What follows belongs to an exercise in optimizing a design on an open flow for small area; a production flow would make more cautious choices.
At most, simulation tests tie the RTL to the original design; equivalence was not proved.
For run 2, only the layout was checked, not whether the RTL still works.
No activity file was given, so power comes from the tool's default toggle rates.

==> design.v <==
module hamming84_encoder(
    input  wire [3:0] data_in,
    output wire [7:0] code_out
);
  wire d0 = data_in[0];
  wire d1 = data_in[1];
  wire d2 = data_in[2];
  wire d3 = data_in[3];
  wire p0 = d0 ^ d1 ^ d3;    
  wire p1 = d0 ^ d2 ^ d3;    
  wire p2 = d1 ^ d2 ^ d3;    
  wire [6:0] h = {d3, d2, d1, p2, d0, p1, p0};
  wire p3 = ^h;              
  assign code_out = {p3, h};
endmodule
module hamming84_decoder(
    input  wire [7:0] code_in,         
    output reg  [3:0] data_out,        
    output reg        error_corrected, 
    output reg        double_error     
);
  wire s0 = code_in[0] ^ code_in[2] ^ code_in[4] ^ code_in[6];   
  wire s1 = code_in[1] ^ code_in[2] ^ code_in[5] ^ code_in[6];   
  wire s2 = code_in[3] ^ code_in[4] ^ code_in[5] ^ code_in[6];   
  wire [2:0] syndrome = {s2, s1, s0};   
  wire overall_parity = ^code_in;       
  wire two_bit_err = (syndrome != 3'b000) && (overall_parity == 1'b0);
  wire single_bit_err = overall_parity == 1'b1;
  reg [7:0] corrected;
  always @* begin
    corrected       = code_in;
    error_corrected = 1'b0;
    double_error    = 1'b0;
    if (two_bit_err) begin
      double_error = 1'b1;
    end
    else if (single_bit_err) begin
      if (syndrome != 3'b000) begin
        corrected[syndrome-1] = ~corrected[syndrome-1];
      end else begin
        corrected[7] = ~corrected[7];
      end
      error_corrected = 1'b1;
    end
    data_out = { corrected[6],   
                 corrected[5],   
                 corrected[4],   
                 corrected[2]    
               };
  end
endmodule
module nibble_splitter(
  input  wire [7:0] data_in,      
  output wire [3:0] low_nibble,   
  output wire [3:0] high_nibble   
);
  assign low_nibble  = data_in[3:0];
  assign high_nibble = data_in[7:4];
endmodule
module bit_joiner #(
  parameter LOW_WIDTH  = 4,
  parameter HIGH_WIDTH = 4
) (
  input  wire [LOW_WIDTH-1:0]  low_bits,
  input  wire [HIGH_WIDTH-1:0] high_bits,
  input  wire                  low_ok,
  input  wire                  high_ok,
  output wire 						 join_ok,
  output wire [LOW_WIDTH+HIGH_WIDTH-1:0] data_out
);
assign data_out = (low_ok && high_ok) ? {high_bits, low_bits} : {LOW_WIDTH+HIGH_WIDTH{1'b0}};
assign join_ok = low_ok & high_ok;
endmodule
module uart_sampling_tick #(
    parameter SYS_FREQ  = 50000000,
    parameter BAUD_RATE = 921600,
    parameter CLOCK     = SYS_FREQ/BAUD_RATE,
    parameter SAMPLE    = 32,
	 parameter BAUD_DVSR = (SYS_FREQ * 2 + SAMPLE * BAUD_RATE) / (2 * SAMPLE * BAUD_RATE)
) (
    input wire      clk, reset_n,
    output wire     s_tick
);
    parameter N = $clog2(BAUD_DVSR);
    reg [N-1:0] cnt_reg;
    wire [N-1:0] cnt_next;
    always @(posedge clk or negedge reset_n) begin
        if (~reset_n) begin
            cnt_reg<=0;
        end
        else cnt_reg <= cnt_next;
    end
    assign cnt_next = (cnt_reg == (BAUD_DVSR-1)) ? 0 : (cnt_reg + 1);
    assign s_tick = (cnt_reg == (BAUD_DVSR-1)) ? 1'b1 : 1'b0;
endmodule
module uart_tx #(
  parameter DATA_SIZE       = 8,
            BIT_COUNT_SIZE  = $clog2(DATA_SIZE+1)
  )  (
  input                         clk, s_tick,  
  input                         reset_n, 
  input                         tx_start,  
  input   [DATA_SIZE - 1 : 0]   data_in,  
  output wire                   tx, 
  output wire                   tx_done_tick        
);
reg [DATA_SIZE-1:0]           TX_shift_reg, TX_shift_next; 
reg [BIT_COUNT_SIZE - 1:0]    bit_count; 
reg [4:0]                     sample_count;
reg                           tx_reg;  
wire [BIT_COUNT_SIZE - 1:0]   bit_count_next;
wire [4:0]                    sample_count_next;
wire                          tx_next;
reg                       load_TX_shift_reg;
reg                       inc_bit_count;
reg                       clr_bit_count;
reg                       inc_sample_count;
reg                       clr_sample_count;
reg                       add_start_bit_tx;
reg                       add_data_bit_tx;
reg                       add_stop_bit_tx;
reg                       shift;
reg                       tx_done;
reg [1:0]                 state, next_state;
localparam [1:0] 
  IDLE      = 2'b00,
  START     = 2'b01,
  DATA      = 2'b10,
  STOP      = 2'b11;
always @(posedge clk or negedge reset_n) begin 
  if(~reset_n) begin
    state <= IDLE;
  end
  else if (s_tick) begin
    state <= next_state;
  end
end
always @(posedge clk or negedge reset_n) begin
  if (~reset_n) begin
    bit_count <= 0;
    sample_count <= 0;
    TX_shift_reg <= {(DATA_SIZE){1'b1}};
    tx_reg <= 1'b1;
  end
  else if (s_tick) begin
    bit_count <= bit_count_next;
    sample_count <= sample_count_next;
    TX_shift_reg <= TX_shift_next;
    tx_reg <= tx_next;
  end
end
assign bit_count_next = (clr_bit_count) ? 0 : (inc_bit_count) ? bit_count + 1'b1 : bit_count;
assign sample_count_next = (clr_sample_count) ? 0 : (inc_sample_count) ? sample_count + 1'b1 : sample_count;
assign tx_next = (add_start_bit_tx) ? 1'b0 : (add_data_bit_tx) ? TX_shift_reg[0] : (add_stop_bit_tx) ? 1'b1 : tx_reg;
always @* begin
  if (load_TX_shift_reg) begin
    TX_shift_next = data_in;
  end
  else if (shift) begin
    TX_shift_next = {1'b1,TX_shift_reg[DATA_SIZE-1:1]};
  end
  else begin
    TX_shift_next = TX_shift_reg;
  end
end
assign tx = tx_reg;  
always @* begin 
  inc_sample_count    = 0;
  clr_sample_count    = 0;
  inc_bit_count       = 0;
  clr_bit_count       = 0;
  load_TX_shift_reg   = 0;
  shift               = 0;
  add_start_bit_tx    = 0;
  add_data_bit_tx     = 0;
  add_stop_bit_tx     = 0;
  tx_done             = 0;
  case (state)
    IDLE: begin
      if (tx_start) begin
        load_TX_shift_reg = 1;
        next_state = START;
      end
      else begin
        next_state = IDLE;
      end
    end
    START: begin
      add_start_bit_tx = 1;
      if (sample_count == 5'd15) begin
        clr_sample_count = 1;
        inc_bit_count = 1;
        next_state = DATA;
      end
      else begin
        inc_sample_count = 1;
        next_state = START;
      end
    end
    DATA: begin
      add_data_bit_tx = 1;
      if (sample_count == 5'd15) begin
        clr_sample_count = 1;
        if (bit_count == 4'd8) begin
          clr_bit_count = 1;
          next_state = STOP;
        end
        else begin
          shift = 1;
          inc_bit_count = 1;
          next_state = DATA;
        end
      end
      else begin
        inc_sample_count = 1;
        next_state = DATA;
      end
    end
    STOP: begin
      add_stop_bit_tx = 1;
      if (sample_count == 5'd31) begin
        clr_sample_count = 1;
        tx_done = 1;
        next_state = IDLE;
      end
      else begin
        inc_sample_count = 1;
        next_state = STOP;
      end    
    end
    default : next_state = IDLE;
  endcase
end
assign tx_done_tick = tx_done;  
endmodule 
module uart_rx #(
  parameter DATA_SIZE       = 8,
            BIT_COUNT_SIZE  = $clog2(DATA_SIZE)
  )  (
  input                         clk, s_tick,  
  input                         reset_n, 
  input                         rx,
  input                         rx_start,
  output [DATA_SIZE- 1:0]       data_out,
  output wire                   rx_done_tick       
);
reg [DATA_SIZE-1:0]         RX_shift_reg, RX_shift_next;
reg [BIT_COUNT_SIZE:0]      bit_count;
reg [3:0]                   sample_count;
wire [BIT_COUNT_SIZE:0]     bit_count_next;
wire [3:0]                  sample_count_next;
reg                       load_RX_shift_reg;
reg                       inc_bit_count;
reg                       clr_bit_count;
reg                       inc_sample_count;
reg                       clr_sample_count;
reg                       shift;
reg                       rx_done;
reg [1:0]                 state, next_state;
assign rx_done_tick = rx_done;
localparam [1:0] 
  IDLE      = 2'b00,
  START     = 2'b01,
  DATA      = 2'b10,
  STOP      = 2'b11;
always @(posedge clk or negedge reset_n) begin 
  if(~reset_n) begin
    state <= IDLE;
  end
  else if (s_tick) begin
    state <= next_state;
  end
end
always @(posedge clk or negedge reset_n) begin
  if (~reset_n) begin
    bit_count <= 0;
    sample_count <= 0;
    RX_shift_reg <= 0;
  end
  else if (s_tick) begin
    bit_count <= bit_count_next;
    sample_count <= sample_count_next;
    RX_shift_reg <= RX_shift_next;
  end
end
assign bit_count_next = (clr_bit_count) ? 0 : (inc_bit_count) ? bit_count + 1'b1 : bit_count;
assign sample_count_next = (clr_sample_count) ? 0 : (inc_sample_count) ? sample_count + 1'b1 : sample_count;
always @* begin
  if (load_RX_shift_reg) begin
    RX_shift_next = RX_shift_reg; 
  end
  else if (shift) begin
    RX_shift_next = {rx,RX_shift_reg[DATA_SIZE-1: 1]};
  end
  else begin
    RX_shift_next = RX_shift_reg;
  end
end
assign data_out = RX_shift_reg;  
always @* begin 
  inc_sample_count    = 0;
  clr_sample_count    = 0;
  inc_bit_count       = 0;
  clr_bit_count       = 0;
  load_RX_shift_reg   = 0;
  shift               = 0;
  rx_done             = 0;
  case (state)
    IDLE: begin
      if (~rx_start) begin
        next_state        = IDLE;
      end
      else begin
        if (rx == 1'b0) begin
          next_state      = START;
        end
        else begin
          next_state      = IDLE;
        end
      end
    end
    START: begin
      if (rx == 1'b1) begin  
        clr_sample_count  = 1'b1;
        next_state        = IDLE;
      end
      else begin
        if (sample_count == 4'd7) begin
          clr_sample_count= 1'b1;
          next_state      = DATA;
        end
        else begin
          inc_sample_count = 1;
          next_state      = START;
        end
      end
    end
    DATA: begin
      if (sample_count == 4'd15) begin
        if (bit_count == 4'd8) begin 
            clr_sample_count  = 1'b1;
            clr_bit_count     = 1'b1;
            next_state  = STOP;
        end
        else begin
            shift           = 1;
            inc_bit_count   = 1;
            clr_sample_count= 1;
            next_state      = DATA;
        end
      end
      else begin
        inc_sample_count    = 1;
        next_state        = DATA;
      end
    end
    STOP: begin
      if (sample_count == 4'd15) begin
        clr_sample_count = 1;
        rx_done = 1;
        next_state = IDLE;
      end
      else begin
        inc_sample_count = 1;
        next_state = STOP;
      end
    end
    default : next_state  = IDLE;
  endcase
end
assign rx_done_tick = rx_done;  
endmodule 
module uart_fifo #(
  parameter DATA_SIZE   = 8,
            SIZE_FIFO   = 16,
            ADDR_WIDTH  = $clog2(SIZE_FIFO)
  )  (
  input                             clk, s_tick,
  input                             reset_n, 
  input  [DATA_SIZE - 1 : 0]        w_data,
  input                             wr,
  input                             rd,
  output  [DATA_SIZE - 1 : 0]       r_data,
  output wire                       full,
  output wire                       empty     
);
reg [DATA_SIZE - 1 : 0]   fifo [SIZE_FIFO - 1 : 0];
reg [ADDR_WIDTH -1:0] w_ptr_reg, w_ptr_next, w_ptr_succ;
reg [ADDR_WIDTH -1:0] r_ptr_reg, r_ptr_next, r_ptr_succ;
reg full_reg, full_next;
reg empty_reg, empty_next;
wire wr_en;
always @(posedge clk or negedge reset_n) begin
  if (~reset_n) begin
    w_ptr_reg <= 0;
    r_ptr_reg <= 0;
    full_reg <= 0;
    empty_reg <= 1;
  end
  else if (s_tick) begin
    if (wr_en) fifo[w_ptr_reg] <= w_data;
    w_ptr_reg <= w_ptr_next;
    r_ptr_reg <= r_ptr_next;
    full_reg <= full_next;
    empty_reg <= empty_next;
  end  
end
assign wr_en = wr & (~full_reg | rd);  
assign full = full_reg;
assign empty = empty_reg;
assign r_data = fifo[r_ptr_reg];
always @(*) begin
  w_ptr_succ = w_ptr_reg + 1'b1;
  r_ptr_succ = r_ptr_reg + 1'b1;
  w_ptr_next = w_ptr_reg;
  r_ptr_next = r_ptr_reg;
  full_next = full_reg;
  empty_next = empty_reg;
  case ({wr, rd}) 
    2'b01: begin  
      if (~empty_reg) begin
        r_ptr_next = r_ptr_succ;
        full_next = 0;
        if (r_ptr_succ == w_ptr_reg) empty_next = 1;
      end
    end
    2'b10: begin  
      if (~full_reg) begin
        w_ptr_next = w_ptr_succ;
        empty_next = 0;
        if (w_ptr_succ == r_ptr_reg) full_next = 1;
      end
    end
    2'b11: begin  
      if (empty_reg) begin  
        w_ptr_next = w_ptr_succ;
        empty_next = 0;
      end
      else begin
        w_ptr_next = w_ptr_succ;
        r_ptr_next = r_ptr_succ;
      end
    end
  endcase
end
endmodule 
module uart_fifo_out #(
  parameter DATA_SIZE   = 10,
            SIZE_FIFO   = 16,
            ADDR_WIDTH  = $clog2(SIZE_FIFO)
  )  (
  input                             clk, s_tick,
  input                             reset_n, 
  input  [DATA_SIZE - 1 : 0]        w_data,
  input                             wr,
  input                             rd,
  output  [DATA_SIZE - 1 : 0]       r_data,
  output wire                       full,
  output wire                       empty     
);
reg [DATA_SIZE - 1 : 0]   fifo [SIZE_FIFO - 1 : 0];
reg [ADDR_WIDTH -1:0] w_ptr_reg, w_ptr_next, w_ptr_succ;
reg [ADDR_WIDTH -1:0] r_ptr_reg, r_ptr_next, r_ptr_succ;
reg full_reg, full_next;
reg empty_reg, empty_next;
wire wr_en;
always @(posedge clk or negedge reset_n) begin
  if (~reset_n) begin
    w_ptr_reg <= 0;
    r_ptr_reg <= 0;
    full_reg <= 0;
    empty_reg <= 1;
  end
  else if (s_tick) begin
    if (wr_en) fifo[w_ptr_reg] <= w_data;
    w_ptr_reg <= w_ptr_next;
    r_ptr_reg <= r_ptr_next;
    full_reg <= full_next;
    empty_reg <= empty_next;
  end  
end
assign wr_en = wr & (~full_reg | rd);  
assign full = full_reg;
assign empty = empty_reg;
assign r_data = fifo[r_ptr_reg];
always @(*) begin
  w_ptr_succ = w_ptr_reg + 1'b1;
  r_ptr_succ = r_ptr_reg + 1'b1;
  w_ptr_next = w_ptr_reg;
  r_ptr_next = r_ptr_reg;
  full_next = full_reg;
  empty_next = empty_reg;
  case ({wr, rd}) 
    2'b01: begin  
      if (~empty_reg) begin
        r_ptr_next = r_ptr_succ;
        full_next = 0;
        if (r_ptr_succ == w_ptr_reg) empty_next = 1;
      end
    end
    2'b10: begin  
      if (~full_reg) begin
        w_ptr_next = w_ptr_succ;
        empty_next = 0;
        if (w_ptr_succ == r_ptr_reg) full_next = 1;
      end
    end
    2'b11: begin  
      if (empty_reg) begin  
        w_ptr_next = w_ptr_succ;
        empty_next = 0;
      end
      else begin
        w_ptr_next = w_ptr_succ;
        r_ptr_next = r_ptr_succ;
      end
    end
  endcase
end
endmodule 
module uart_trans #(
  parameter DATA_SIZE       = 8,
            SIZE_FIFO       = 16,
            SYS_FREQ        = 50000000,
            BAUD_RATE       = 115200, 
            SAMPLE          = 16,
            BAUD_DVSR       = SYS_FREQ/(SAMPLE*BAUD_RATE)
  )  (
  input 	  							trans,
  input                       clk               ,   
  input                       reset_n           ,   
  input       [DATA_SIZE-1:0] bus_data_in       ,   
  output                      tx                ,   
  output      [2:0]           TX_status_register,
  output								wait_request,
  output reg waiting_nibble,
  output								s_tick
);
wire [DATA_SIZE-1:0] tx_data_in;
wire                 tx_done, tx_full, tx_empty;
reg  [3:0]           sub_highlow;     
wire  [DATA_SIZE-1:0] sub_bus_data;    
reg                  highOrLow;       
reg                  fifo_tx_wr;      
wire						tx_start;
wire	[DATA_SIZE-1:0] data_to_be_mod;			
wire [3:0] low_in, high_in;
assign tx_start = !tx_empty;
nibble_splitter splitter (
  .data_in     (bus_data_in),
  .low_nibble  (low_in),
  .high_nibble (high_in)
);
hamming84_encoder en_tx (
  .data_in  (sub_highlow),
  .code_out (sub_bus_data)
);
uart_sampling_tick #(
  .SYS_FREQ  (SYS_FREQ),
  .BAUD_RATE (BAUD_RATE),
  .SAMPLE    (SAMPLE),
  .BAUD_DVSR (BAUD_DVSR)
) uart_sampling_tick_inst (
  .clk      (clk),
  .reset_n  (reset_n),
  .s_tick   (s_tick)
);
uart_tx #(
  .DATA_SIZE (DATA_SIZE)
) uart_tx_inst (
  .clk          (clk),
  .s_tick       (s_tick),
  .reset_n      (reset_n),
  .tx_start     (tx_start),
  .data_in      (tx_data_in),
  .tx           (tx),
  .tx_done_tick (tx_done)
);
uart_fifo #(
  .DATA_SIZE (DATA_SIZE),
  .SIZE_FIFO (SIZE_FIFO)
) uart_fifo_tx (
  .clk     (clk),
  .s_tick  (s_tick),
  .reset_n (reset_n),
  .w_data  (sub_bus_data),
  .r_data  (tx_data_in),  
  .wr      (fifo_tx_wr),
  .rd      (tx_done),
  .full    (tx_full),
  .empty   (tx_empty)
);
always @(posedge clk or negedge reset_n) begin
  if (!reset_n) 
  begin
    highOrLow   <= 0;
    fifo_tx_wr  <= 0;
    sub_highlow <= 0;
	 waiting_nibble <= 1;
  end 
  else
		begin
			if (waiting_nibble == 0)
				waiting_nibble <= 1;
			if(s_tick) 
				begin
				 fifo_tx_wr <= 0;  
				 if (!tx_full&&trans) 
					 begin
						if (!highOrLow) 
							begin
							  sub_highlow <= low_in;
							  fifo_tx_wr  <= 1;
							  highOrLow   <= 1;  
							end 
						else 
							begin
							  sub_highlow <= high_in;
							  fifo_tx_wr  <= 1;
							  highOrLow   <= 0;  
							  waiting_nibble <= 0;
							end
						end
					end
		end
end
assign wait_request = (trans && waiting_nibble) || tx_full;
assign TX_status_register = {tx_done, tx_empty, tx_full};
endmodule
module uart_re#(
  parameter DATA_SIZE       = 8,
            SIZE_FIFO       = 16,
            BIT_COUNT_SIZE  = $clog2(DATA_SIZE+1),
            SYS_FREQ        = 50000000,
            BAUD_RATE       = 115200, 
            CLOCK           = SYS_FREQ/BAUD_RATE,
            SAMPLE          = 16,
            BAUD_DVSR       = SYS_FREQ/(SAMPLE*BAUD_RATE)
  )  (
  input                       clk               ,
  input                       reset_n           ,
  input                       rx                ,
  input								read_en,
  output      [7:0]           out_rx             ,
  output		reg  [7:0]				real_output,
  output      [2:0]           RX_status_register,
  output      [7:0]           rx_data_out,
  output      [3:0]           sub_low_de1,
  output      [3:0]           sub_high_de1,
  output 	  [7:0]           mstate,
  output 	[9:0]				dout,
  output   dout_empty,
  output   wire double_error,
  output   wire error_corrected,
  output      h_ok,
  output 	  l_ok,
  output			join_ok,
  output			s_tick,
  output			wait_request,
  output reg wait_req,
	output reg read_latch
);
wire [DATA_SIZE-1:0] bus_data_out;
wire                 rx_done;
wire                 rx_full;
wire                 rx_empty;
reg                  fifo_rx_rd;
reg [7:0] real_output_reg;
wire double_error_l, double_error_h,  error_corrected_l, error_corrected_h;
reg  [7:0]	         bus_data_out_high;
reg  [7:0]	         bus_data_out_low;
wire  [3:0]           sub_low_de;
wire  [3:0]           sub_high_de;
assign sub_low_de1 = sub_low_de;
assign sub_high_de1 = sub_high_de;
reg  [1:0]           state;
reg low_ok;
reg high_ok;
assign h_ok = high_ok;
assign l_ok = low_ok;
assign double_error = double_error_h || double_error_l;
assign error_corrected = error_corrected_h||error_corrected_l;
assign outrx = out_rx;
assign RX_status_register = {rx_done, rx_empty, rx_full};
wire [9:0] data_in_fifo;
reg condition;
uart_sampling_tick #(
  .SYS_FREQ   (SYS_FREQ),
  .BAUD_RATE  (BAUD_RATE),
  .CLOCK      (CLOCK),
  .SAMPLE     (SAMPLE),
  .BAUD_DVSR  (BAUD_DVSR)
) uart_sampling_tick_inst (
  .clk      (clk),
  .reset_n  (reset_n),
  .s_tick   (s_tick)
);
uart_rx #(
  .DATA_SIZE (DATA_SIZE)
) uart_rx_inst (
  .clk          (clk),
  .s_tick       (s_tick),
  .reset_n      (reset_n),
  .rx_start     (~rx_full),
  .rx           (rx),
  .data_out     (rx_data_out),
  .rx_done_tick (rx_done)
);
uart_fifo #(
  .DATA_SIZE (DATA_SIZE),
  .SIZE_FIFO (SIZE_FIFO)
) uart_fifo_rx (
  .clk     (clk),
  .s_tick  (s_tick),
  .reset_n (reset_n),
  .w_data  (rx_data_out),
  .r_data  (bus_data_out),
  .wr      (rx_done),
  .rd      (fifo_rx_rd),
  .full    (rx_full),
  .empty   (rx_empty)
);
hamming84_decoder rx_high (
  .code_in  (bus_data_out_high),
  .data_out (sub_high_de),
  .error_corrected (error_corrected_h),
  .double_error (double_error_h)
);
hamming84_decoder rx_low (
  .code_in  (bus_data_out_low),
  .data_out (sub_low_de),
  .error_corrected (error_corrected_l),
  .double_error (double_error_l)
);
bit_joiner join_rx (
  .high_ok	 (high_ok),
  .low_ok	 (low_ok),
  .low_bits  (sub_low_de),
  .high_bits (sub_high_de),
  .data_out  (out_rx),
  .join_ok (join_ok)
);
uart_fifo_out #(
  .DATA_SIZE (10),
  .SIZE_FIFO (SIZE_FIFO)
) uart_fifo_out (
  .clk     (clk),
  .s_tick  (s_tick),
  .reset_n (reset_n),
  .w_data  (data_in_fifo),
  .r_data  (dout),
  .wr      (join_ok),
  .rd      (wait_req),
  .full    (),
  .empty   (dout_empty)
);
always @(posedge clk or negedge reset_n) begin
  if (!reset_n) 
	  begin
		 fifo_rx_rd    <= 0;
		 state         <= 4;
		 wait_req 		<= 0;
		 read_latch <= 0;
		 low_ok <= 0;
		 high_ok <= 0;
		 bus_data_out_low <= 0;
		 bus_data_out_high <= 0;
	  end 
  else
	  begin
			if (read_en)
				read_latch <= 1;
				wait_req <= read_latch;	
		  if(s_tick)  
			begin
				read_latch <= 0;
				 fifo_rx_rd <= 0;
				 if (join_ok) 
					 begin 
						 low_ok<=0;high_ok<=0; state <= 0; 
						 bus_data_out_low<=0;
						 bus_data_out_high<=0;
					 end
				 case (state)
					0: begin
					  if (!rx_empty) 
						  begin
							 fifo_rx_rd     <= 1;
							 bus_data_out_low <= bus_data_out;
							 low_ok <=1;
							 state          <= 1;
						  end
						end
					1: begin
					 if(rx_done) 
						 begin 
							state      <= 2;
						 end
						end
					2: begin
					  if (!rx_empty) 
						  begin
								fifo_rx_rd     <= 1;
								bus_data_out_high <= bus_data_out;
								high_ok <=1;
								state          <= 3;
						  end
					end
					3: begin
							state       <= 4;  
						end
				 endcase
			  end
		end
end
assign mstate = state;
	assign wait_request = (read_en && wait_req);
	assign data_in_fifo = {double_error,error_corrected,out_rx};
endmodule
module uart_secded_top (
  input        clk,
  input        reset_n,              
  input        trans,
  input  [7:0] bus_data_in,
  output       tx,
  output [2:0] tx_status,            
  output       wait_request_write,
  input        rx,
  input        read_en,
  output [2:0] rx_status,            
  output       wait_request_read,
  output [9:0] rx_dout,              
  output       rx_valid              
);
  reg  [4:0] tcnt;
  wire       tick = (tcnt == 5'd19);
  always @(posedge clk or negedge reset_n)
    if (!reset_n) tcnt <= 5'd0;
    else          tcnt <= tick ? 5'd0 : {tcnt[3:0], ~(tcnt[4] ^ tcnt[2])};
  function [3:0] db4(input [3:0] q);
    db4 = {q[2:0], q[3] ^ q[2] ^ (q[2:0] == 3'd0)};
  endfunction
  reg       hol;           
  reg       twr;           
  reg [3:0] nib;
  wire      tx_full, tx_empty, tx_done;
  wire      take = tick & trans & ~tx_full;
  always @(posedge clk or negedge reset_n)
    if (!reset_n) begin
      hol <= 1'b0;
      twr <= 1'b0;
    end else begin
      if (tick) twr <= trans & ~tx_full;
      if (take) hol <= ~hol;
    end
  always @(posedge clk)
    if (take) nib <= hol ? bus_data_in[7:4] : bus_data_in[3:0];
  wire wn = (tcnt == 5'd0) & twr & ~hol;
  assign wait_request_write = (trans & ~wn) | tx_full;
  reg [63:0] tr;
  reg [3:0]  trp;
  reg [4:0]  tcnt_q;           
  wire       tfull  = tcnt_q[4];
  wire       tempty = (tcnt_q == 5'd0);
  wire       tpush = twr & (~tfull | tx_done);
  wire       tpop  = tx_done;         
  wire       tins  = tpush & (tcnt_q[3:0] == ~trp);
  always @(posedge clk)
    tr <= {tr[59:0], tins ? nib : tr[63:60]};
  always @(posedge clk or negedge reset_n)
    if (!reset_n) begin
      trp <= 4'd0; tcnt_q <= 5'd0;
    end else begin
      trp <= trp + {2'd0, tick & tpop, ~(tick & tpop)};
      if (tick & (tpush ^ tpop)) tcnt_q <= tpush ? tcnt_q + 5'd1 : tcnt_q - 5'd1;
    end
  assign tx_full  = tfull;
  assign tx_empty = tempty;
  reg [3:0] tph, tsc;
  reg       txr;
  reg       txbit;
  wire       t_idle  = (tph == 4'd0);
  wire       t_start = (tph == 4'd5);
  wire       t_stop  = (tph[3:1] == 3'd7);
  wire       t_data  = ~t_idle & ~t_start & ~t_stop;
  wire       t_end   = (tsc == 4'd8);
  assign tx_done = (tph == 4'd15) & t_end;
  wire [3:0] hd = tr[63:60];
  reg  [3:0] cmask;
  always @*
    case (tph[2:0])
      3'd6:    cmask = 4'b1011;    
      3'd7:    cmask = 4'b1101;    
      3'd0:    cmask = 4'b0001;    
      3'd1:    cmask = 4'b1110;    
      3'd2:    cmask = 4'b0010;    
      3'd3:    cmask = 4'b0100;    
      3'd4:    cmask = 4'b1000;    
      default: cmask = 4'b0111;    
    endcase
  always @(posedge clk)
    if (t_data & (trp == 4'd15)) txbit <= ^(hd & cmask);
  always @(posedge clk or negedge reset_n)
    if (!reset_n) begin
      tph <= 4'd0; tsc <= 4'd0; txr <= 1'b1;
    end else if (tick) begin
      if (t_idle) begin
        tph <= tempty ? 4'd0 : 4'd5;
        tsc <= 4'd0;
      end else begin
        if (t_end) tph <= tph + 4'd1;
        tsc <= db4(tsc);
      end
      txr <= ~t_start & (~t_data | txbit);
    end
  assign tx        = txr;
  assign tx_status = {tx_done, tx_empty, tx_full};
  reg [3:0] rph, rsc;
  reg [7:0] rsh;
  wire      r_idle  = (rph == 4'd0);
  wire      r_start = (rph == 4'd5);
  wire      r_end   = (rsc == 4'd8);
  wire      rx_done = (rph == 4'd15) & r_end;
  always @(posedge clk or negedge reset_n)
    if (!reset_n) begin
      rph <= 4'd0; rsc <= 4'd10;
    end else if (tick) begin
      if (r_idle | r_start & rx) begin
        rph <= r_idle & ~rx ? 4'd5 : 4'd0;
        rsc <= 4'd10;
      end else begin
        if (r_end) rph <= rph + 4'd1;
        rsc <= db4(rsc);
      end
    end
  always @(posedge clk)
    if (tick & r_end & (rph >= 4'd6) & (rph <= 4'd13)) rsh <= {rx, rsh[7:1]};
  wire s0 = rsh[0] ^ rsh[2] ^ rsh[4] ^ rsh[6];
  wire s1 = rsh[1] ^ rsh[2] ^ rsh[5] ^ rsh[6];
  wire s2 = rsh[3] ^ rsh[4] ^ rsh[5] ^ rsh[6];
  wire [2:0] syn = {s2, s1, s0};
  wire par = ^rsh;
  wire de  = (syn != 3'd0) & ~par;
  wire ec  = par;
  wire [3:0] dd = {rsh[6] ^ (par & (syn == 3'd7)),
                   rsh[5] ^ (par & (syn == 3'd6)),
                   rsh[4] ^ (par & (syn == 3'd5)),
                   rsh[2] ^ (par & (syn == 3'd3))};
  reg       d2;            
  wire      d1 = r_idle & (rsc == 4'd0);
  reg       hph;           
  reg [5:0] lo;            
  always @(posedge clk or negedge reset_n)
    if (!reset_n) begin
      d2 <= 1'b0; hph <= 1'b0;
    end else if (tick) begin
      d2 <= d1;
      if (d1) hph <= ~hph;
    end
  always @(posedge clk)
    if (tick & d1 & ~hph) lo <= {de, ec, dd};
  wire       join_ok = d2 & ~hph;
  wire [9:0] wdata   = {de | lo[5], ec | lo[4], dd, lo[3:0]};
  assign rx_status = {rx_done, ~(d1 | d2), 1'b0};
  reg rlatch, wreq;
  always @(posedge clk or negedge reset_n)
    if (!reset_n) begin
      rlatch <= 1'b0; wreq <= 1'b0;
    end else begin
      rlatch <= ~tick & (read_en | rlatch);
      wreq   <= rlatch;
    end
  assign wait_request_read = read_en & wreq;
  reg [139:0] orr;
  reg [9:0]   hd_q, nx_q;
  reg [4:0]   ocnt;            
  reg [3:0]   rwp, rrp;        
  reg         nfetch, opend;
  wire        ofull  = ocnt[4];
  wire        oempty = (ocnt == 5'd0);
  wire        opush  = join_ok & (~ofull | wreq);
  wire        opop   = wreq & ~oempty;
  wire        c0     = oempty;
  wire        c1     = (ocnt == 5'd1);
  wire        c2     = (ocnt == 5'd2);
  wire        rpush  = opush & ~c0 & ~c1;
  wire        ntap   = (rrp == 4'd11);
  wire        fetch  = nfetch & ntap;
  wire        pref   = join_ok & (c0 | c1) & ntap;
  wire        ins_ok = ~(nfetch & (rrp == 4'd13));
  wire        oins   = ins_ok & ((join_ok & ~ofull & (rwp == 4'd13)) | (opend & (rwp == 4'd0)));
  always @(posedge clk)
    orr <= {orr[129:0], oins ? wdata : orr[139:130]};
  always @(posedge clk) begin
    if (tick & (opop | c0)) hd_q <= nx_q;
    if (fetch | pref)       nx_q <= orr[119:110];
  end
  function [3:0] inc14(input [3:0] p, input two);
    case (p)
      4'd12:   inc14 = two ? 4'd0 : 4'd13;
      4'd13:   inc14 = two ? 4'd1 : 4'd0;
      default: inc14 = p + (two ? 4'd2 : 4'd1);
    endcase
  endfunction
  always @(posedge clk or negedge reset_n)
    if (!reset_n) begin
      ocnt <= 5'd0; rwp <= 4'd0; rrp <= 4'd0; nfetch <= 1'b0; opend <= 1'b0;
    end else begin
      rwp <= inc14(rwp, tick & rpush);
      rrp <= inc14(rrp, fetch);
      if (tick & opop & ~c1 & ~(c2 & ~opush)) nfetch <= 1'b1;
      else if (fetch)                         nfetch <= 1'b0;
      if (tick & join_ok & ofull & wreq)         opend <= 1'b1;
      else if (ins_ok & (rwp == 4'd0))           opend <= 1'b0;
      if (tick) ocnt <= ocnt + {4'd0, opush & ~opop} - {4'd0, opop & ~opush};
    end
  assign rx_dout  = hd_q;
  assign rx_valid = ~oempty;
endmodule
==> flow/run.sh <==
#!/bin/bash
# The standard ORFS layout (standard.sh), with three changes:
#  * synthesis maps with an area-oriented ABC script (flow/abc_area.script)
#    in place of ORFS's speed script; everything else in synthesis is
#    unchanged, so the registers are those of the standard synthesis;
#    adders are left to ABC too (no ORFS adder cell mapping);
#  * port buffers are sky130_fd_sc_hd__buf_1;
#  * the clock tree is built from clkbuf_4 cells in clusters of up to 16
#    sinks, without dummy loads.
# Each tool's output is in orfs/logs/...; make's output is in standard.log.
set -euo pipefail
HERE=$(pwd)
rm -rf "$HERE/scripts"
cp -r "$FLOW_HOME/scripts" "$HERE/scripts"
cp "$HERE/flow/abc_area.script" "$HERE/scripts/abc_speed.script"
export SCRIPTS_DIR="$HERE/scripts"
export ADDER_MAP_FILE=
export BUFFER_PORTS_ARGS="-buffer_cell sky130_fd_sc_hd__buf_1"
export CTS_ARGS="-sink_clustering_enable -repair_clock_nets -buf_list sky130_fd_sc_hd__clkbuf_4 -root_buf sky130_fd_sc_hd__clkbuf_4 -tree_buf sky130_fd_sc_hd__clkbuf_4 -sink_clustering_size 16 -sink_clustering_max_diameter 30 -dont_use_dummy_load"
bash standard.sh > standard.log 2>&1
==> flow/abc_area.script <==
&get -n
&st
&syn2
&dch
&nf -R 1000 -p -a -F 8 -A 8
&put
topo
dnsize -c
==> standard.sh <==
#!/bin/bash
# synth_recipe.tcl (not shown) runs the flow's synth.tcl, then flattens the netlist and writes it again
# the make line also repeats each setting of config.mk as NAME=value (left out here)
make -C /OpenROAD-flow-scripts/flow DESIGN_CONFIG=/design/flow/config.mk WORK_HOME=/design/flow/orfs CLKGATE_MAP_FILE= SYNTH_SCRIPT=/design/flow/synth_recipe.tcl "${@:-finish}"
==> config.mk <==
export PLATFORM = sky130hd
export DESIGN_NAME = uart_secded_top
export DESIGN_NICKNAME = uart_secded_top
export VERILOG_FILES = /design/flow/design.v
export SDC_FILE = /design/flow/constraint.sdc
export NUM_CORES = 4
export LEC_CHECK = 0
export CAP_MARGIN = 20
export CORE_MARGIN = 2
export CORE_UTILIZATION = 65
export PLACE_DENSITY = 0.75
export SLEW_MARGIN = 20
==> constraint.sdc <==
create_clock -name core_clock -period 20.0 [get_ports {clk}]
set_input_delay 4.0000 -clock core_clock [delete_from_list [all_inputs] [get_ports {clk}]]
set_output_delay 4.0000 -clock core_clock [all_outputs]
set_load 0.01 [all_outputs]
==> results of run 1 <==
-- registers in the layout, indices dropped and copies added (netlist names), 4 cells and up --
register	flops
trp	4
orr	140
ocnt	5
tcnt	5
lo	6
tcnt_q	5
rsc	4
rph	4
tsc	4
rrp	4
hd_q	10
tph	4
tr	64
nx_q	10
nib	4
rwp	4
rsh	8
-- area by class of cell --
type                    count  share of cell area [%]
clock buffers              40                   3.379
flip-flops and latches    295                   73.82
well taps                 172                   2.422
inverters                   4                  0.1690
multi-input cells         268                   18.63
repair buffers             34                   1.577
-- placed cells by master (no fill, tap or decap), types with 11 or more instances in the layout --
cell type,count
dfxtp_1,204
a21oi_1,25
mux2_1,16
buf_1,30
nor3_1,11
nand3_1,12
nor2_1,38
dfrtp_1,49
clkbuf_4,40
edfxtp_1,39
o21ai_0,17
xor2_1,16
xnor2_1,25
nand2_1,37
-- critical path: stages --
cell and delay [ns]:
buf_1 0.10, a21o_1 0.12, buf_1 0.14
-- how the worst max path moves through the flow --
stage | end | slack (ns) | depth (start not counted)
after floorplan | wait_request_read | 11.83 | 1
after global placement | wait_request_read | 11.65 | 3
after detailed placement | wait_request_write | 11.64 | 3
after CTS | wait_request_write | 11.64 | 3
after global routing | wait_request_write | 11.59 | 3
final | wait_request_write | 11.64 | 3
-- through the flow --
step	cell area, um^2	utilization (%)	instances
floorplan	8273	-	574
global placement	8583	68.57	773
detailed placement	8583	68.57	773
CTS	8884	70.97	813
global route	8886	70.99	813
finish	8886	70.99	813
-- where the power goes --
part           switching [mW]  total [mW]  internal (mW)
Clock                   0.164       0.257         0.0923
Combinational         0.00415     0.00672        0.00257
Sequential            0.00174       0.603          0.601
-- cells in the mapped netlist (6+ instances only) --
master    instances
a21oi_1          25
a31oi_1           6
dfrtp_1          49
dfxtp_1         204
edfxtp_1         39
mux2_1           16
nand2_1          37
nand2b_1          6
nand3_1          12
nor2_1           39
nor2b_1           6
nor3_1           11
nor4_1            6
o21ai_0          17
xnor2_1          25
xor2_1           16
-- metal layers --
metal,track usage [%],vias up,wire [um],share of wire (%)
met3,5.149,37,590,5.0
met1,23.91,1984,5252,45
met4,9.333,0,343,2.9
met2,29.44,96,5507,47
met5,0,-,0,0
li1,-,2094,-,-
-- cells by family after synthesis --
family	synth area share, %
other cells	0.04533
buf+inv	0.7260
mux	2.420
simple gates	8.394
xor+xnor	4.341
flops	79.30
compound gates	4.779
==> run notes, run 1 <==
Max-slew headroom 35.97%; critical path required time 16.00 ns; Startpoint Class input pin; Setup Crit Path Kind input pin to primary output; PD cells 97.48 nW/um^2; Root Buffer Master clkbuf_4; All-Layer GR Usage between 10% and 20%; Avg Cell Area, Syn 14.41 um^2; FMAX ~120 MHz; Die X roughly 120 um; flop-to-flop setup slack 17.08 ns; Synth top area share 49.36%; share of post-route cells with drive strength above 1 7.488%; Ys Warns 1; drt drc 0; overall power 0.8662 mW; grt total ovfl 0; synth-to-layout area growth 7.411%; area taken by multi-input logic gates ~1700 um^2; RSZ-0062 raised after global routing false; core area 12,520 um^2; Worst-Margin Slew 0.9568 ns; ANT cells 0; Num CTS Buffers 40; crit path time final 8.361 ns; Slew Viols, Final 0; Iteration-0 DRC Markers 174; die height 116.8 um; routed vias/inst 5.180; first-pass GRT wire length 19,670 um; maximum vdd drop 0.06580 mV; MaxCap Viol Count 0; final hold vios 0; Register-to-Register Path Depth 5; Final nets 656; worst-skew pair later-pin latency 0.62 ns; H-tree depth 2; ANT nets after route 0; post-synthesis cell area 8273 um^2; Worst Skew approximately 0.069 ns; Max clock buf depth 3; outcome finished clean; number of global-route vias before repair 4,234; Hold Path Sink orr[81]$_DFF_P_; Place WS between 10 and 15 ns; leakage 3.542 nW; Hold Crit Start orr[71]$_DFF_P_; post-synthesis net count 587; worst-path maximum fanout 2; vias 4,211; clock sink count slightly below 300; final setup TNS 0 ns; hold_buf cts 0; Critical R2R Launch tph[1]$_DFFE_PN0P_; DP Wirelength 7447 um; post-CTS setup buffer count 0; Initial Util 66.09%; Filler Cells Inserted roughly 850; final setup fails 0; number of core rows 41; register area share after synthesis 79.30%; Port Buf Inserts 31; Avg WL per Cell between 10 and 15 um; FF+latch count, synth ~300; final wirelength approximately 12,000 um; Reg2Reg Capture Point tr[1]$_DFF_P_; largest cells by area after synthesis dfxtp_1, dfrtp_1, edfxtp_1; FF/Latch Area 6560 um^2; initial antenna violation count 0; Top FF cell, synth dfxtp_1; I/O pins 33; TritonCTS clock tree built; Fin Hold WS 0.2777 ns; Post-synth EDFFs 39; DRT Pass-1 Iters 4; Async SR Flop Fraction 17.63%; post-cts sizing count 0; global placer's final weighted congestion 0.7958; worst min path class flop to flop; final worst setup slack 11.64 ns; CP Launch Point trans; final worst-path cycle share 41.80%; Synth Instances 574; Synth area leader dfxtp_1; Min-Delay Path Depth 0; clk slew on worst S/H paths 0.09 ns; critical path arrival 4.36 ns; Die ar. 13,650 um^2; Critical Path End Type primary output; library cells used by synthesis between 40 and 50; largest net degree at the start of global routing 53
==> run 2: changes to the inputs <==
--- a/design.v
+++ b/design.v
@@ -834,186 +834,43 @@
 );
-  reg  [4:0] tcnt;
-  wire       tick = (tcnt == 5'd19);
-  always @(posedge clk or negedge reset_n)
-    if (!reset_n) tcnt <= 5'd0;
-    else          tcnt <= tick ? 5'd0 : {tcnt[3:0], ~(tcnt[4] ^ tcnt[2])};
-  function [3:0] db4(input [3:0] q);
-    db4 = {q[2:0], q[3] ^ q[2] ^ (q[2:0] == 3'd0)};
-  endfunction
-  reg       hol;           
-  reg       twr;           
-  reg [3:0] nib;
-  wire      tx_full, tx_empty, tx_done;
-  wire      take = tick & trans & ~tx_full;
-  always @(posedge clk or negedge reset_n)
-    if (!reset_n) begin
-      hol <= 1'b0;
-      twr <= 1'b0;
-    end else begin
-      if (tick) twr <= trans & ~tx_full;
-      if (take) hol <= ~hol;
-    end
-  always @(posedge clk)
-    if (take) nib <= hol ? bus_data_in[7:4] : bus_data_in[3:0];
-  wire wn = (tcnt == 5'd0) & twr & ~hol;
-  assign wait_request_write = (trans & ~wn) | tx_full;
-  reg [63:0] tr;
-  reg [3:0]  trp;
-  reg [4:0]  tcnt_q;           
-  wire       tfull  = tcnt_q[4];
-  wire       tempty = (tcnt_q == 5'd0);
-  wire       tpush = twr & (~tfull | tx_done);
-  wire       tpop  = tx_done;         
-  wire       tins  = tpush & (tcnt_q[3:0] == ~trp);
-  always @(posedge clk)
-    tr <= {tr[59:0], tins ? nib : tr[63:60]};
-  always @(posedge clk or negedge reset_n)
-    if (!reset_n) begin
-      trp <= 4'd0; tcnt_q <= 5'd0;
-    end else begin
-      trp <= trp + {2'd0, tick & tpop, ~(tick & tpop)};
-      if (tick & (tpush ^ tpop)) tcnt_q <= tpush ? tcnt_q + 5'd1 : tcnt_q - 5'd1;
-    end
-  assign tx_full  = tfull;
-  assign tx_empty = tempty;
-  reg [3:0] tph, tsc;
-  reg       txr;
-  reg       txbit;
-  wire       t_idle  = (tph == 4'd0);
-  wire       t_start = (tph == 4'd5);
-  wire       t_stop  = (tph[3:1] == 3'd7);
-  wire       t_data  = ~t_idle & ~t_start & ~t_stop;
-  wire       t_end   = (tsc == 4'd8);
-  assign tx_done = (tph == 4'd15) & t_end;
-  wire [3:0] hd = tr[63:60];
-  reg  [3:0] cmask;
-  always @*
-    case (tph[2:0])
-      3'd6:    cmask = 4'b1011;    
-      3'd7:    cmask = 4'b1101;    
-      3'd0:    cmask = 4'b0001;    
-      3'd1:    cmask = 4'b1110;    
-      3'd2:    cmask = 4'b0010;    
-      3'd3:    cmask = 4'b0100;    
-      3'd4:    cmask = 4'b1000;    
-      default: cmask = 4'b0111;    
-    endcase
-  always @(posedge clk)
-    if (t_data & (trp == 4'd15)) txbit <= ^(hd & cmask);
-  always @(posedge clk or negedge reset_n)
-    if (!reset_n) begin
-      tph <= 4'd0; tsc <= 4'd0; txr <= 1'b1;
-    end else if (tick) begin
-      if (t_idle) begin
-        tph <= tempty ? 4'd0 : 4'd5;
-        tsc <= 4'd0;
-      end else begin
-        if (t_end) tph <= tph + 4'd1;
-        tsc <= db4(tsc);
-      end
-      txr <= ~t_start & (~t_data | txbit);
-    end
-  assign tx        = txr;
-  assign tx_status = {tx_done, tx_empty, tx_full};
-  reg [3:0] rph, rsc;
-  reg [7:0] rsh;
-  wire      r_idle  = (rph == 4'd0);
-  wire      r_start = (rph == 4'd5);
-  wire      r_end   = (rsc == 4'd8);
-  wire      rx_done = (rph == 4'd15) & r_end;
-  always @(posedge clk or negedge reset_n)
-    if (!reset_n) begin
-      rph <= 4'd0; rsc <= 4'd10;
-    end else if (tick) begin
-      if (r_idle | r_start & rx) begin
-        rph <= r_idle & ~rx ? 4'd5 : 4'd0;
-        rsc <= 4'd10;
-      end else begin
-        if (r_end) rph <= rph + 4'd1;
-        rsc <= db4(rsc);
-      end
-    end
-  always @(posedge clk)
-    if (tick & r_end & (rph >= 4'd6) & (rph <= 4'd13)) rsh <= {rx, rsh[7:1]};
-  wire s0 = rsh[0] ^ rsh[2] ^ rsh[4] ^ rsh[6];
-  wire s1 = rsh[1] ^ rsh[2] ^ rsh[5] ^ rsh[6];
-  wire s2 = rsh[3] ^ rsh[4] ^ rsh[5] ^ rsh[6];
-  wire [2:0] syn = {s2, s1, s0};
-  wire par = ^rsh;
-  wire de  = (syn != 3'd0) & ~par;
-  wire ec  = par;
-  wire [3:0] dd = {rsh[6] ^ (par & (syn == 3'd7)),
-                   rsh[5] ^ (par & (syn == 3'd6)),
-                   rsh[4] ^ (par & (syn == 3'd5)),
-                   rsh[2] ^ (par & (syn == 3'd3))};
-  reg       d2;            
-  wire      d1 = r_idle & (rsc == 4'd0);
-  reg       hph;           
-  reg [5:0] lo;            
-  always @(posedge clk or negedge reset_n)
-    if (!reset_n) begin
-      d2 <= 1'b0; hph <= 1'b0;
-    end else if (tick) begin
-      d2 <= d1;
-      if (d1) hph <= ~hph;
-    end
-  always @(posedge clk)
-    if (tick & d1 & ~hph) lo <= {de, ec, dd};
-  wire       join_ok = d2 & ~hph;
-  wire [9:0] wdata   = {de | lo[5], ec | lo[4], dd, lo[3:0]};
-  assign rx_status = {rx_done, ~(d1 | d2), 1'b0};
-  reg rlatch, wreq;
-  always @(posedge clk or negedge reset_n)
-    if (!reset_n) begin
-      rlatch <= 1'b0; wreq <= 1'b0;
-    end else begin
-      rlatch <= ~tick & (read_en | rlatch);
-      wreq   <= rlatch;
-    end
-  assign wait_request_read = read_en & wreq;
-  reg [139:0] orr;
-  reg [9:0]   hd_q, nx_q;
-  reg [4:0]   ocnt;            
-  reg [3:0]   rwp, rrp;        
-  reg         nfetch, opend;
-  wire        ofull  = ocnt[4];
-  wire        oempty = (ocnt == 5'd0);
-  wire        opush  = join_ok & (~ofull | wreq);
-  wire        opop   = wreq & ~oempty;
-  wire        c0     = oempty;
-  wire        c1     = (ocnt == 5'd1);
-  wire        c2     = (ocnt == 5'd2);
-  wire        rpush  = opush & ~c0 & ~c1;
-  wire        ntap   = (rrp == 4'd11);
-  wire        fetch  = nfetch & ntap;
-  wire        pref   = join_ok & (c0 | c1) & ntap;
-  wire        ins_ok = ~(nfetch & (rrp == 4'd13));
-  wire        oins   = ins_ok & ((join_ok & ~ofull & (rwp == 4'd13)) | (opend & (rwp == 4'd0)));
-  always @(posedge clk)
-    orr <= {orr[129:0], oins ? wdata : orr[139:130]};
-  always @(posedge clk) begin
-    if (tick & (opop | c0)) hd_q <= nx_q;
-    if (fetch | pref)       nx_q <= orr[119:110];
-  end
-  function [3:0] inc14(input [3:0] p, input two);
-    case (p)
-      4'd12:   inc14 = two ? 4'd0 : 4'd13;
-      4'd13:   inc14 = two ? 4'd1 : 4'd0;
-      default: inc14 = p + (two ? 4'd2 : 4'd1);
-    endcase
-  endfunction
-  always @(posedge clk or negedge reset_n)
-    if (!reset_n) begin
-      ocnt <= 5'd0; rwp <= 4'd0; rrp <= 4'd0; nfetch <= 1'b0; opend <= 1'b0;
-    end else begin
-      rwp <= inc14(rwp, tick & rpush);
-      rrp <= inc14(rrp, fetch);
-      if (tick & opop & ~c1 & ~(c2 & ~opush)) nfetch <= 1'b1;
-      else if (fetch)                         nfetch <= 1'b0;
-      if (tick & join_ok & ofull & wreq)         opend <= 1'b1;
-      else if (ins_ok & (rwp == 4'd0))           opend <= 1'b0;
-      if (tick) ocnt <= ocnt + {4'd0, opush & ~opop} - {4'd0, opop & ~opush};
-    end
-  assign rx_dout  = hd_q;
-  assign rx_valid = ~oempty;
+  wire       tx_s_tick, tx_waiting_nibble;
+  uart_trans u_trans (
+    .trans              (trans),
+    .clk                (clk),
+    .reset_n            (reset_n),
+    .bus_data_in        (bus_data_in),
+    .tx                 (tx),
+    .TX_status_register (tx_status),
+    .wait_request       (wait_request_write),
+    .waiting_nibble     (tx_waiting_nibble),
+    .s_tick             (tx_s_tick)
+  );
+  wire [7:0] out_rx, real_output, rx_data_out, mstate;
+  wire [3:0] sub_low_de1, sub_high_de1;
+  wire       double_error, error_corrected, h_ok, l_ok, join_ok, rx_s_tick;
+  wire       wait_req, read_latch, out_empty;
+  uart_re u_re (
+    .clk                (clk),
+    .reset_n            (reset_n),
+    .rx                 (rx),
+    .read_en            (read_en),
+    .out_rx             (out_rx),
+    .real_output        (real_output),
+    .RX_status_register (rx_status),
+    .rx_data_out        (rx_data_out),
+    .sub_low_de1        (sub_low_de1),
+    .sub_high_de1       (sub_high_de1),
+    .mstate             (mstate),
+    .dout               (rx_dout),
+    .dout_empty         (out_empty),
+    .double_error       (double_error),
+    .error_corrected    (error_corrected),
+    .h_ok               (h_ok),
+    .l_ok               (l_ok),
+    .join_ok            (join_ok),
+    .s_tick             (rx_s_tick),
+    .wait_request       (wait_request_read),
+    .wait_req           (wait_req),
+    .read_latch         (read_latch)
+  );
+  assign rx_valid = ~out_empty;
 endmodule
==> run.sh (new file) <==
#!/bin/bash
# synth_recipe.tcl (not shown) runs the flow's synth.tcl, then flattens the netlist and writes it again
# the make line also repeats each setting of config.mk as NAME=value (left out here)
make -C /OpenROAD-flow-scripts/flow DESIGN_CONFIG=/design/flow/config.mk WORK_HOME=/design/flow/orfs CLKGATE_MAP_FILE= SYNTH_SCRIPT=/design/flow/synth_recipe.tcl finish
--- a/config.mk
+++ b/config.mk
@@ -9,4 +9,3 @@
 export CORE_MARGIN = 2
-export CORE_UTILIZATION = 65
-export PLACE_DENSITY = 0.75
+export CORE_UTILIZATION = 40
 export SLEW_MARGIN = 20
removed: flow/run.sh
removed: flow/abc_area.script
removed: standard.sh
==> run notes, run 2 <==
Synth top area share 55.25%; Synth Instances approximately 1,700; die height about 240 um; first-pass GRT wire length 81,410 um; final setup fails 0; Post-synth top cells edfxtp_1, nand2_1, nor2_1; Register-to-Register Path Depth 7; final hold vios 0; worst-path maximum fanout 2; FF/Latch Area 15,210 um^2; Worst-Margin Slew 1.151 ns; CP Launch Point read_en; worst-skew pair later-pin latency 0.62 ns; Max clock buf depth 3; ANT cells 0; DRT Pass-1 Iters 7; Num CTS Buffers 54; Post-DP Area approximately 24,000 um^2; I/O pins 33; Async SR Flop Fraction 20.61%; Synth area leader edfxtp_1; largest cells by area after synthesis edfxtp_1, dfrtp_1, ha_1; Hold Crit Start u_re.read_latch$_DFFE_PN0P_; Iteration-0 DRC Markers 1,333; Filler Cells Inserted between 4,000 and 5,000; Top FF cell, synth edfxtp_1; hold_buf cts 0; Die X 241.7 um; maximum vdd drop 0.06965 mV; Worst Skew 0.03110 ns; outcome finished clean; Root Buffer Master clkbuf_16; RSZ-0062 raised after global routing false; Ys Warns 12; crit path time final 9.111 ns; DP Wirelength 31,450 um; vias 13,790; final worst-path cycle share 45.56%; initial antenna violation count 0; post-route cell area 25,800 um^2; Avg WL per Cell between 20 and 25 um; Min-Delay Path Depth 0; post-synthesis cell area 22,610 um^2; final worst setup slack 10.89 ns; number of core rows 87; Post-synth EDFFs about 420; All-Layer GR Usage 17.75%; biggest regs u_re.uart_fifo_out.fifo x160, u_re.uart_fifo_rx.fifo x128, u_trans.uart_fifo_tx.fifo x128; Final nets 1,747; Avg Cell Area, Syn approximately 14 um^2; H-tree depth 2; critical path arrival between 5 and 6 ns; drt drc 0; final wirelength 52,310 um; Initial Util 40.25%; area taken by multi-input logic gates approximately 6900 um^2; most frequent cells in the layout edfxtp_1, nand2_1, nor2_1; leakage about 9.4 nW; routed vias/inst 5.549; final setup TNS 0 ns; MaxCap Viol Count 0; global placer's final weighted congestion 0.7800; core area ~56,000 um^2; max reg flops between 150 and 200; post-CTS setup buffer count 0; FMAX 109.8 MHz; Max-slew headroom 23.00%; register area share after synthesis 67.28%; grt total ovfl 0; commonest non-fill, non-tap cell in the layout edfxtp_1; share of post-route cells with drive strength above 1 between 10 and 15%; Finished Core Util 45.93%; post-synthesis net count 1,716; Setup Crit Path Kind input pin to primary output; post-cts sizing count 0; library cells used by synthesis 76; Critical R2R Launch u_re.bus_data_out_high[6]$_DFFE_PN0P_; critical path required time 16.00 ns; Place WS 10.88 ns; number of global-route vias before repair about 14,000; Top reg by flops u_re.uart_fifo_out.fifo; Die ar. about 60,000 um^2; worst min path class flop to flop; PD cells 89.53 nW/um^2; TritonCTS clock tree built; Slew Viols, Final 0; FF+latch count, synth about 520; synth-to-layout area growth 14.12%; Critical Path End Type primary output; Startpoint Class input pin; Port Buf Inserts 32; largest net degree at the start of global routing 52; most common cell in the netlist edfxtp_1; clk slew on worst S/H paths 0.06 ns; ANT nets after route 0; clock sink count 524
==> run 2: changes by cell type after synthesis, sizes merged, moves of 51 or more <==
cell	change
nand2	+107
nor2	+77
edfxtp	+377
dfxtp	-204
ha	+51
o21ai	+59
clkbuf	+64
==> run 2: worst paths after layout <==
| check | end | slack (ns) |
|---|---|---|
| hold reg to reg | u_re.wait_req$_DFF_PN0_ | 0.38 |
| hold / removal | u_re.wait_req$_DFF_PN0_ | 0.38 |
| max in group asynchronous | u_trans.uart_fifo_tx.w_ptr_reg[0]$_DFFE_PN0P_ | 15.61 |
| setup / recovery | wait_request_read | 10.89 |
| setup reg to reg | u_re.uart_fifo_out.fifo[14][6]$_DFFE_PP_ | 16.05 |
| min in group asynchronous | u_re.bus_data_out_low[2]$_DFFE_PN0P_ | 3.34 |
==> run 2: cells by family after synthesis <==
kind of cell | share of synthesized area (%)
AOI/OAI and AO/OA | 11.82
muxes | 3.232
buffers and inverters | 2.535
xor gates and xnor gates | 3.852
and+or+nand+nor | 8.274
adders and majority gates | 3.011
DFF | 67.28
==> run 2: per-layer routing <==
metal	GRT usage (%)	share of wire, %	vias up
met3	3.185	5.6	77
li1	-	-	6383
met1	24.59	45	6967
met5	0	0	-
met4	4.956	2.1	0
met2	28.77	48	363
==> run 2: stage by stage <==
step / hold slack (ns) / power [mW] / std cells
finish: 0.3771 / 2.310 / 2485
global route: 0.3970 / 2.380 / 2485
CTS: 0.3797 / 2.334 / 2485
detailed placement: 0.3655 / 1.236 / 2383
global placement: 0.3673 / 1.234 / 2383
floorplan: 0.3546 / 1.217 / 1652
==> run 2: worst max-delay path, stage by stage <==
cell and delay (ns):
clkdlybuf4s50_1 0.47, and2_1 0.12, clkdlybuf4s50_1 0.53
==> run 2: power breakdown <==
group,switching [mW],total [mW],internal (mW)
registers,0.00593,1.19,1.18
logic,0.0187,0.0271,0.00841
clock network,0.435,1.10,0.662
total,0.459,2.31,1.85
==> run 2: layout make-up <==
class / instances / area share, %
multi-input cells: 990 / 26.77
repair buffers: 73 / 2.425
inverters: 40 / 0.5819
well taps: 756 / 3.666
clock buffers: 62 / 5.431
flip-flops and latches: 524 / 58.96
clock inverters: 40 / 2.163

static timing again, ports no longer ideal:
Ports are ideal in the flow. The routed layouts listed here were re-timed in OpenROAD.
Step 1, drivers: a clkbuf_16 drives clk and a buf_2 each remaining input, both assumed.
Step 2 also shifts input and output timing later by t, the mid clock arrival at the registers, as if the neighbouring blocks saw the same clock.
Three values: ideal ports, drivers, drivers and shift; two values: the first two.
| run | t (ns) | setup slack, ns | worst setup path at the end |
|---|---|---|---|
| run 1 | 0.615 | 11.639 / 11.618 / 11.618 | input to output |
| run 2 | 0.663 | 10.889 / 10.867 / 10.867 | input to output |
After both steps every run listed still meets setup and hold. The setup slack of run 2, which loses most, moves by -0.022 ns with the drivers and by -0.022 ns with both steps.
